This design comes from an exercise in tuning for small area on the open sky130 flow, not from production work. The RTL was checked by simulation tests, not by an equivalence proof against the original design. No driver is modelled on the clock port, so clock power and skew are understated where the tree is cut down; a real chip needs a root buffer or a tree. Power and IR drop assume default switching activity.

Setup of main:
Design mac_row, start of the top module:
module mac_row (
    clk, reset, execute, load, a_select,
    nzero_weights_flat, w_indexes_flat,
    in_activation_flat, in_psum_flat, act_index_flat,
    final_psum_flat, load_out
);
Settings: LEC_CHECK=0, CAP_MARGIN=20, CORE_MARGIN=2, CORE_UTILIZATION=70, SLEW_MARGIN=20, SYNTH_HIERARCHICAL=1; clock period 8.0 ns.
standard.sh (not shown) runs the stock make flow with config.mk's settings and CLKGATE_MAP_FILE= SYNTH_SCRIPT=/design/flow/synth_recipe.tcl, a recipe that flattens the netlist after the stock synthesis.
==> flow/flow/run.sh <==
#!/bin/bash
# Layout flow: the standard ORFS flow (standard.sh) with two changes:
#  - port buffers use the smallest buffer cell (buffer_ports -buffer_cell)
#  - the clock tree is built by flow/cts_tree.tcl instead of TritonCTS
set -euo pipefail
cd "$(dirname "$0")/.."
export BUFFER_PORTS_ARGS="-buffer_cell sky130_fd_sc_hd__buf_1"
export PRE_CTS_TCL="$PWD/flow/cts_tree.tcl"
export CLK_LEAVES=${CLK_LEAVES:-7}
export CLK_BUF=${CLK_BUF:-sky130_fd_sc_hd__clkbuf_8}
export CLK_ROOT_BUF=${CLK_ROOT_BUF:-sky130_fd_sc_hd__clkbuf_4}
bash standard.sh > standard.log 2>&1
Other scripts of this flow, unchanged in this note and not shown: flow/flow/cts_tree.tcl
In summary, main completed successfully, with a layout that passed the timing, design-rule and antenna checks.
## Diff of input files: the feature branch against main
--- a/flow/design.v
+++ b/flow/design.v
@@ -35,74 +35,22 @@
     mac_fa f3 (.a(s3a), .b(pp2[1]), .c(pp3[0]), .s(s3b), .co(c3b));
     mac_fa f4 (.a(s4a), .b(pp3[1]), .c(c3a), .s(s4b), .co(c4b));
     mac_fa f5 (.a(pp2[3]), .b(pp3[2]), .c(c4a), .s(s5b), .co(c5b));
     wire k2, k3, k4, k5, k6;
     assign p[0] = pp0[0];
     mac_ha r1 (.a(pp0[1]), .b(pp1[0]), .s(p[1]), .co(k2));
     mac_ha r2 (.a(s2b), .b(k2), .s(p[2]), .co(k3));
     mac_fa r3 (.a(s3b), .b(c2b), .c(k3), .s(p[3]), .co(k4));
     mac_fa r4 (.a(s4b), .b(c3b), .c(k4), .s(p[4]), .co(k5));
     mac_fa r5 (.a(s5b), .b(c4b), .c(k5), .s(p[5]), .co(k6));
     mac_fa r6 (.a(pp3[3]), .b(c5b), .c(k6), .s(p[6]), .co(p[7]));
-endmodule
-module mac_x3 (a, t);
-    input [3:0] a;
-    output [5:0] t;
-    wire k2, k3, k4;
-    assign t[0] = a[0];
-    mac_ha h1 (.a(a[1]), .b(a[0]), .s(t[1]), .co(k2));
-    mac_fa f2 (.a(a[2]), .b(a[1]), .c(k2), .s(t[2]), .co(k3));
-    mac_fa f3 (.a(a[3]), .b(a[2]), .c(k3), .s(t[3]), .co(k4));
-    mac_ha h4 (.a(a[3]), .b(k4), .s(t[4]), .co(t[5]));
-endmodule
-module mac_dig (a, t, d, y);
-    input [3:0] a;
-    input [5:0] t;
-    input [1:0] d;
-    output [5:0] y;
-    wire one, two, thr;
-    mac_dsel s (.d(d), .one(one), .two(two), .thr(thr));
-    assign y[0] = d[0] & a[0];
-    mac_ao3 b1 (.a(one), .b(a[1]), .c(two), .d(a[0]), .e(thr), .f(t[1]), .y(y[1]));
-    mac_ao3 b2 (.a(one), .b(a[2]), .c(two), .d(a[1]), .e(thr), .f(t[2]), .y(y[2]));
-    mac_ao3 b3 (.a(one), .b(a[3]), .c(two), .d(a[2]), .e(thr), .f(t[3]), .y(y[3]));
-    assign y[4] = (two & a[3]) | (thr & t[4]);
-    assign y[5] = thr & t[5];
-endmodule
-module mac_dsel (d, one, two, thr);
-    input [1:0] d;
-    output one, two, thr;
-    assign one = d[0] & ~d[1];
-    assign two = d[1] & ~d[0];
-    assign thr = d[1] & d[0];
-endmodule
-module mac_ao3 (a, b, c, d, e, f, y);
-    input a, b, c, d, e, f;
-    output y;
-    assign y = (a & b) | (c & d) | (e & f);
-endmodule
-module mac_mul4r (a, t, b, p);
-    input [3:0] a, b;
-    input [5:0] t;
-    output [7:0] p;
-    wire [5:0] d0, d1;
-    mac_dig g0 (.a(a), .t(t), .d(b[1:0]), .y(d0));
-    mac_dig g1 (.a(a), .t(t), .d(b[3:2]), .y(d1));
-    wire k3, k4, k5, k6, k7;
-    assign p[1:0] = d0[1:0];
-    mac_ha r2 (.a(d0[2]), .b(d1[0]), .s(p[2]), .co(k3));
-    mac_fa r3 (.a(d0[3]), .b(d1[1]), .c(k3), .s(p[3]), .co(k4));
-    mac_fa r4 (.a(d0[4]), .b(d1[2]), .c(k4), .s(p[4]), .co(k5));
-    mac_fa r5 (.a(d0[5]), .b(d1[3]), .c(k5), .s(p[5]), .co(k6));
-    mac_ha r6 (.a(d1[4]), .b(k6), .s(p[6]), .co(k7));
-    assign p[7] = d1[5] ^ k7;
 endmodule
 module mac_row (
     clk, reset, execute, load, a_select,
     nzero_weights_flat, w_indexes_flat,
     in_activation_flat, in_psum_flat, act_index_flat,
     final_psum_flat, load_out
 );
     input clk, reset, execute, load, a_select;
     input [31:0] nzero_weights_flat;
     input [15:0] w_indexes_flat;
     input [7:0] in_activation_flat;
@@ -141,26 +89,24 @@
         if (reset) a2 <= 4'd0;
         else if (execute_q) a2 <= a1;
         if (execute_q) begin
             w2_0 <= w1_0;
             w2_1 <= w1_1;
             c2_0 <= c1_0;
             c2_1 <= c1_1;
         end
     end
     assign load_out = load_q;
     wire [7:0] p0, p1;
-    wire [5:0] a2x3;
-    mac_x3 x3 (.a(a2), .t(a2x3));
-    mac_mul4r m0 (.a(a2), .t(a2x3), .b(w2_0), .p(p0));
-    mac_mul4r m1 (.a(a2), .t(a2x3), .b(w2_1), .p(p1));
+    mac_mul4 m0 (.a(a2), .b(w2_0), .p(p0));
+    mac_mul4 m1 (.a(a2), .b(w2_1), .p(p1));
     wire eq = (c2_0 == c2_1);
     wire [7:0] p1e = p1 & {8{eq}};
     wire [8:0] q0;
     wire [8:0] qk;
     assign q0[0] = p0[0] ^ p1e[0];
     assign qk[1] = p0[0] & p1e[0];
     genvar j;
     generate
         for (j = 1; j < 8; j = j + 1) begin : Q0
             mac_fa u (.a(p0[j]), .b(p1e[j]), .c(qk[j]), .s(q0[j]), .co(qk[j+1]));
         end
### Flow results
Area of combinational cells with multiple inputs: higher on the feature branch. | register-to-register setup slack | the feature branch vs main | better |. Between main and the feature branch, average vias per placed instance decreased. Sort main and the feature branch by die boundary width desc -> top: the feature branch. Number of cells after detailed placement shrinks slightly when moving from main to the feature branch. Logic depth of the worst setup path including buffers: lower on the feature branch. main → the feature branch: power lost 2.8%, clock network latency to the later pin of the worst-skew pair neither gained nor lost much. On initial standard-cell utilization of the core: the feature branch sits below main. Of the two candidates, main has the worse shortest period the worst path allows and the feature branch the better one.
In every run of this note, the design's own scripts or RTL, not TritonCTS, make the clock network.

-- what the ideal ports hide --
The flow's constraints put no driver on any port. The routed layouts listed below were extracted and timed again, unchanged, in two steps. Step 1: set_driving_cell puts a clkbuf_16 on clk and a buf_2 on each other input, an assumption about the parent block. Step 2, shift: input delay + t, output delay - t, t = (earliest + latest rising clock arrival at the registers) / 2. This alone moves slack from input paths to output paths. a / b / c = ideal ports / drivers / drivers and shift; a / b = the first two.
run | shift t [ns] | setup WS [ns] | worst data-port slew with drivers (ns)
main | 0.495 | 0.286 / 0.286 / 0.286 | 0.06
the feature branch | 0.494 | 0.979 / 0.979 / 0.979 | 0.07
After both steps every run listed still meets setup and hold.
